Context: an optimization exercise on an open-source flow, tuned for small area. The choices shown serve that exercise and are no tape-out recipe.
In this exercise RTL edits were held to simulation tests only and were not proved equivalent to the original.
Power and IR drop assume default switching activity.

## v17
## top_rx_surf
module top_rx_surf(
	input 			clk,
	input 			rst_n,
	input 			data_rx,
	output			flag_en_1,
	output [7:0]	addr_daohang_data,
	output [12:0]	data_rx_end_internet
    );
	wire	[7:0]	data_tx;
	wire			rx_int, clk_bps, cnt_b1, shift;
surf_internet_rx u_surf_internet_rx (
    .clk(clk),
    .rst_n(rst_n),
    .data_rx(data_tx),
    .shift(shift),
    .rx_int(rx_int),
    .cnt_b1(cnt_b1),
	.flag_en_1(flag_en_1),
	.addr_daohang_data(addr_daohang_data),
    .data_rx_end_internet(data_rx_end_internet)
    );
uart_bps_1 u_uart_bps_1 (
    .clk(clk),
    .cnt_start(rx_int),
    .bps_sig(clk_bps),
    .cnt_n(cnt_b1)
    );
uart_receive_1 u_uart_receive_1 (
    .clk(clk),
    .rst_n(rst_n),
    .clk_bps(clk_bps),
    .data_rx(data_rx),
    .rx_int(rx_int),
    .data_tx(data_tx),
    .shift(shift)
    );
endmodule
Settings: LEC_CHECK=0, CAP_MARGIN=20, CORE_MARGIN=2, CORE_UTILIZATION=40, CTS_BUF_LIST=sky130_fd_sc_hd__clkbuf_4, CTS_CLUSTER_DIAMETER=100, CTS_CLUSTER_SIZE=30, SLEW_MARGIN=20; clock period 10.0 ns.
standard.sh (not shown) runs the stock make flow with config.mk's settings and CLKGATE_MAP_FILE= SYNTH_SCRIPT=/design/flow/synth_recipe.tcl, a recipe that flattens the netlist after the stock synthesis.
==> flow/flow/run.sh <==
#!/bin/bash
# Layout flow: the standard flow (standard.sh: ORFS with the standard
# synthesis), with two changes to how the layout is made:
#  - the port buffers are the smallest buffer (buf_1) instead of the cell
#    buffer_ports picks by itself;
#  - clock tree synthesis inserts no dummy loads.
# Each tool's output is in the ORFS logs; make's output goes to flow.log.
set -euo pipefail
cd "$(dirname "$0")/.."
bash standard.sh \
  BUFFER_PORTS_ARGS="-buffer_cell sky130_fd_sc_hd__buf_1" \
  CTS_ARGS="-sink_clustering_enable -repair_clock_nets -sink_clustering_size 20 -sink_clustering_max_diameter 100 -buf_list sky130_fd_sc_hd__clkbuf_4 -dont_use_dummy_load" \
  RECOVER_POWER=100 \
  finish > flow.log 2>&1
v17 finished all stages; however, its layout fails the closing checks, the failures being max-capacitance violations, max-slew violations.
Edits applied to the flow inputs when going from v17 to v18:
--- a/flow/flow/run.sh
+++ b/flow/flow/run.sh
@@ -11,4 +11,3 @@
   BUFFER_PORTS_ARGS="-buffer_cell sky130_fd_sc_hd__buf_1" \
-  CTS_ARGS="-sink_clustering_enable -repair_clock_nets -sink_clustering_size 20 -sink_clustering_max_diameter 100 -buf_list sky130_fd_sc_hd__clkbuf_4 -dont_use_dummy_load" \
-  RECOVER_POWER=100 \
+  CTS_ARGS="-sink_clustering_enable -repair_clock_nets -sink_clustering_size 30 -sink_clustering_max_diameter 100 -buf_list sky130_fd_sc_hd__clkbuf_8 -dont_use_dummy_load" \
   finish > flow.log 2>&1
Notes after the runs:
- v18 reports a lower post-route clock period utilization than v17 does.
- Clock share of power, v17 and v18: higher on v18
- Per the final summary, v18 finished and its layout is clean on timing, DRC and antenna.
- v17 -> v18: die area delta 0, exact match
- On met2 routed wirelength: between v17 and v18, it ends up lower for v18.
- The setup slack of v18 is higher than that of v17.
What v37 does differently from v18 at the input level:
- CAP_MARGIN changed from 20 to 5
- SLEW_MARGIN changed from 20 to 5
- CTS_CLUSTER_SIZE changed from 30 to 20
==> flow/flow/run.sh <==
#!/bin/bash
# Layout flow: the standard flow (standard.sh: ORFS with the standard
# synthesis), with these changes to how the layout is made:
#  - the port buffers are the smallest buffer (buf_1) instead of the cell
#    buffer_ports picks by itself;
#  - clock tree synthesis inserts no dummy loads;
#  - after floorplan, combinational cells get their smallest drive strength
#    (flow/downsize.tcl); the later repair steps size up where needed.
# Each step's tool output is in orfs/logs/; make's output goes to flow.log.
set -euo pipefail
cd "$(dirname "$0")/.."
bash standard.sh \
  BUFFER_PORTS_ARGS="-buffer_cell sky130_fd_sc_hd__buf_1" \
  CTS_ARGS="-sink_clustering_enable -repair_clock_nets -sink_clustering_size 20 -sink_clustering_max_diameter 100 -buf_list sky130_fd_sc_hd__clkbuf_4 -dont_use_dummy_load" \
  POST_FLOORPLAN_TCL="$PWD/flow/downsize.tcl" \
  finish > flow.log 2>&1
==> flow/flow/downsize.tcl (new file) <==
# After floorplan: give every combinational cell the smallest drive strength
# of its kind (same function and pins). Synthesis sized cells for a speed
# target; the design has ample slack, and the placement and CTS repair steps
# that follow size cells up again wherever slew, capacitance or timing need it.
# Registers keep their cells.
set db [ord::get_db]
set block [ord::get_db_block]
set swapped 0
set saved 0
foreach inst [$block getInsts] {
  set master [$inst getMaster]
  set name [$master getName]
  if {![regexp {^(sky130_fd_sc_hd__[a-z0-9]+)_([0-9]+)$} $name -> base drv]} { continue }
  if {[$master isSequential]} { continue }
  if {[regexp {__(df|edf|sdf|dl|conb|tap|fill|decap|clk)} $name]} { continue }
  set best $master
  foreach d {0 1 2 4 6 8 12 16} {
    set cand [$db findMaster ${base}_$d]
    if {$cand == "NULL"} { continue }
    if {[lsearch -exact $::env(DONT_USE_CELLS) [$cand getName]] >= 0} { continue }
    if {[$cand getWidth] < [$best getWidth]} { set best $cand }
  }
  if {$best != $master} {
    set saved [expr {$saved + ([$master getWidth] - [$best getWidth]) * [$master getHeight]}]
    $inst swapMaster $best
    incr swapped
  }
}
puts "downsize: swapped $swapped cells, area saved [expr {$saved / 1e6}] um2"
### Flow results
Maximum frequency: lower on v37. The final layouts of v37 and v18 pass the timing, design-rule and antenna checks. Power density relative to cell area in v37 vs v18: down about 6%. In the reports for v37 and v18, the larger wire length on met2 belongs to v18.
Edits applied to the flow inputs when going from v37 to v28:
- CAP_MARGIN now 20, was 5
- CTS_CLUSTER_SIZE now 30, was 20
- SLEW_MARGIN now 20, was 5
==> flow/flow/run.sh <==
#!/bin/bash
# Layout flow: the standard flow (standard.sh: ORFS with the standard
# synthesis), with two changes to how the layout is made:
#  - the port buffers are the smallest buffer (buf_1) instead of the cell
#    buffer_ports picks by itself;
#  - clock tree synthesis inserts no dummy loads.
# Each tool's output is in the ORFS logs; make's output goes to flow.log.
set -euo pipefail
cd "$(dirname "$0")/.."
bash standard.sh \
  BUFFER_PORTS_ARGS="-buffer_cell sky130_fd_sc_hd__buf_1" \
  CTS_ARGS="-sink_clustering_enable -repair_clock_nets -sink_clustering_size 12 -sink_clustering_max_diameter 60 -buf_list sky130_fd_sc_hd__clkbuf_4 -dont_use_dummy_load" \
  finish > flow.log 2>&1
removed: flow/flow/downsize.tcl
### Flow results
There was hardly any difference in hold slack between v37 and v28.
[compare] base=v37 new=v28: reported net switching power saw a decrease, highest clock frequency the design can meet increased about 6%.
v28 and v37 ended up with roughly the same wire length on met3.
Edits applied to the flow inputs when going from v28 to v35:
--- a/flow/flow/run.sh
+++ b/flow/flow/run.sh
@@ -11,3 +11,3 @@
   BUFFER_PORTS_ARGS="-buffer_cell sky130_fd_sc_hd__buf_1" \
-  CTS_ARGS="-sink_clustering_enable -repair_clock_nets -sink_clustering_size 12 -sink_clustering_max_diameter 60 -buf_list sky130_fd_sc_hd__clkbuf_4 -dont_use_dummy_load" \
+  CTS_ARGS="-repair_clock_nets -buf_list sky130_fd_sc_hd__clkbuf_4 -dont_use_dummy_load" \
   finish > flow.log 2>&1
==> results.txt <==
- Via count: v28 vs v35, no meaningful difference
- From v28 to v35, core utilization did not move at all.
- As far as vertical extent of the die goes, v35 and v28 are indistinguishable; the numbers are identical.
- From v28 to v35, die extent in x did not move at all.
- v35 -> v28: post-synthesis xor/xnor area fraction delta 0, exact match

## separate check: timing with driven ports
In the flow no input, the clock included, has a driving cell. The finished layouts below were timed again as built, in two steps. Step 1 sets driving cells, clkbuf_16 on the clock port and buf_2 on the other inputs (assumed; they add their load-dependent delay and slew). Step 2 moves the port delays by t, midway between the first and last clock arrival at a register: inputs arrive t later, outputs are due t later. That takes back most of the time a late clock gives input paths. Slacks: ideal / step 1 / step 2; pairs: ideal / step 1.
run | shift t [ns] | setup WS [ns] | hold slack, ns | worst setup path at the end
v17 | 0.528 | 4.446 / 4.446 / 4.446 | 0.371 / 0.371 / 0.371 | register to register
v18 | 0.444 | 4.862 / 4.862 / 4.862 | 0.367 / 0.367 / 0.367 | register to register
v37 | 0.536 | 4.538 / 4.538 / 4.538 | 0.371 / 0.371 / 0.371 | register to register
v28 | 0.526 | 4.857 / 4.857 / 4.857 | 0.371 / 0.371 / 0.371 | register to register
v35 | 0.526 | 4.857 / 4.857 / 4.857 | 0.371 / 0.371 / 0.371 | register to register
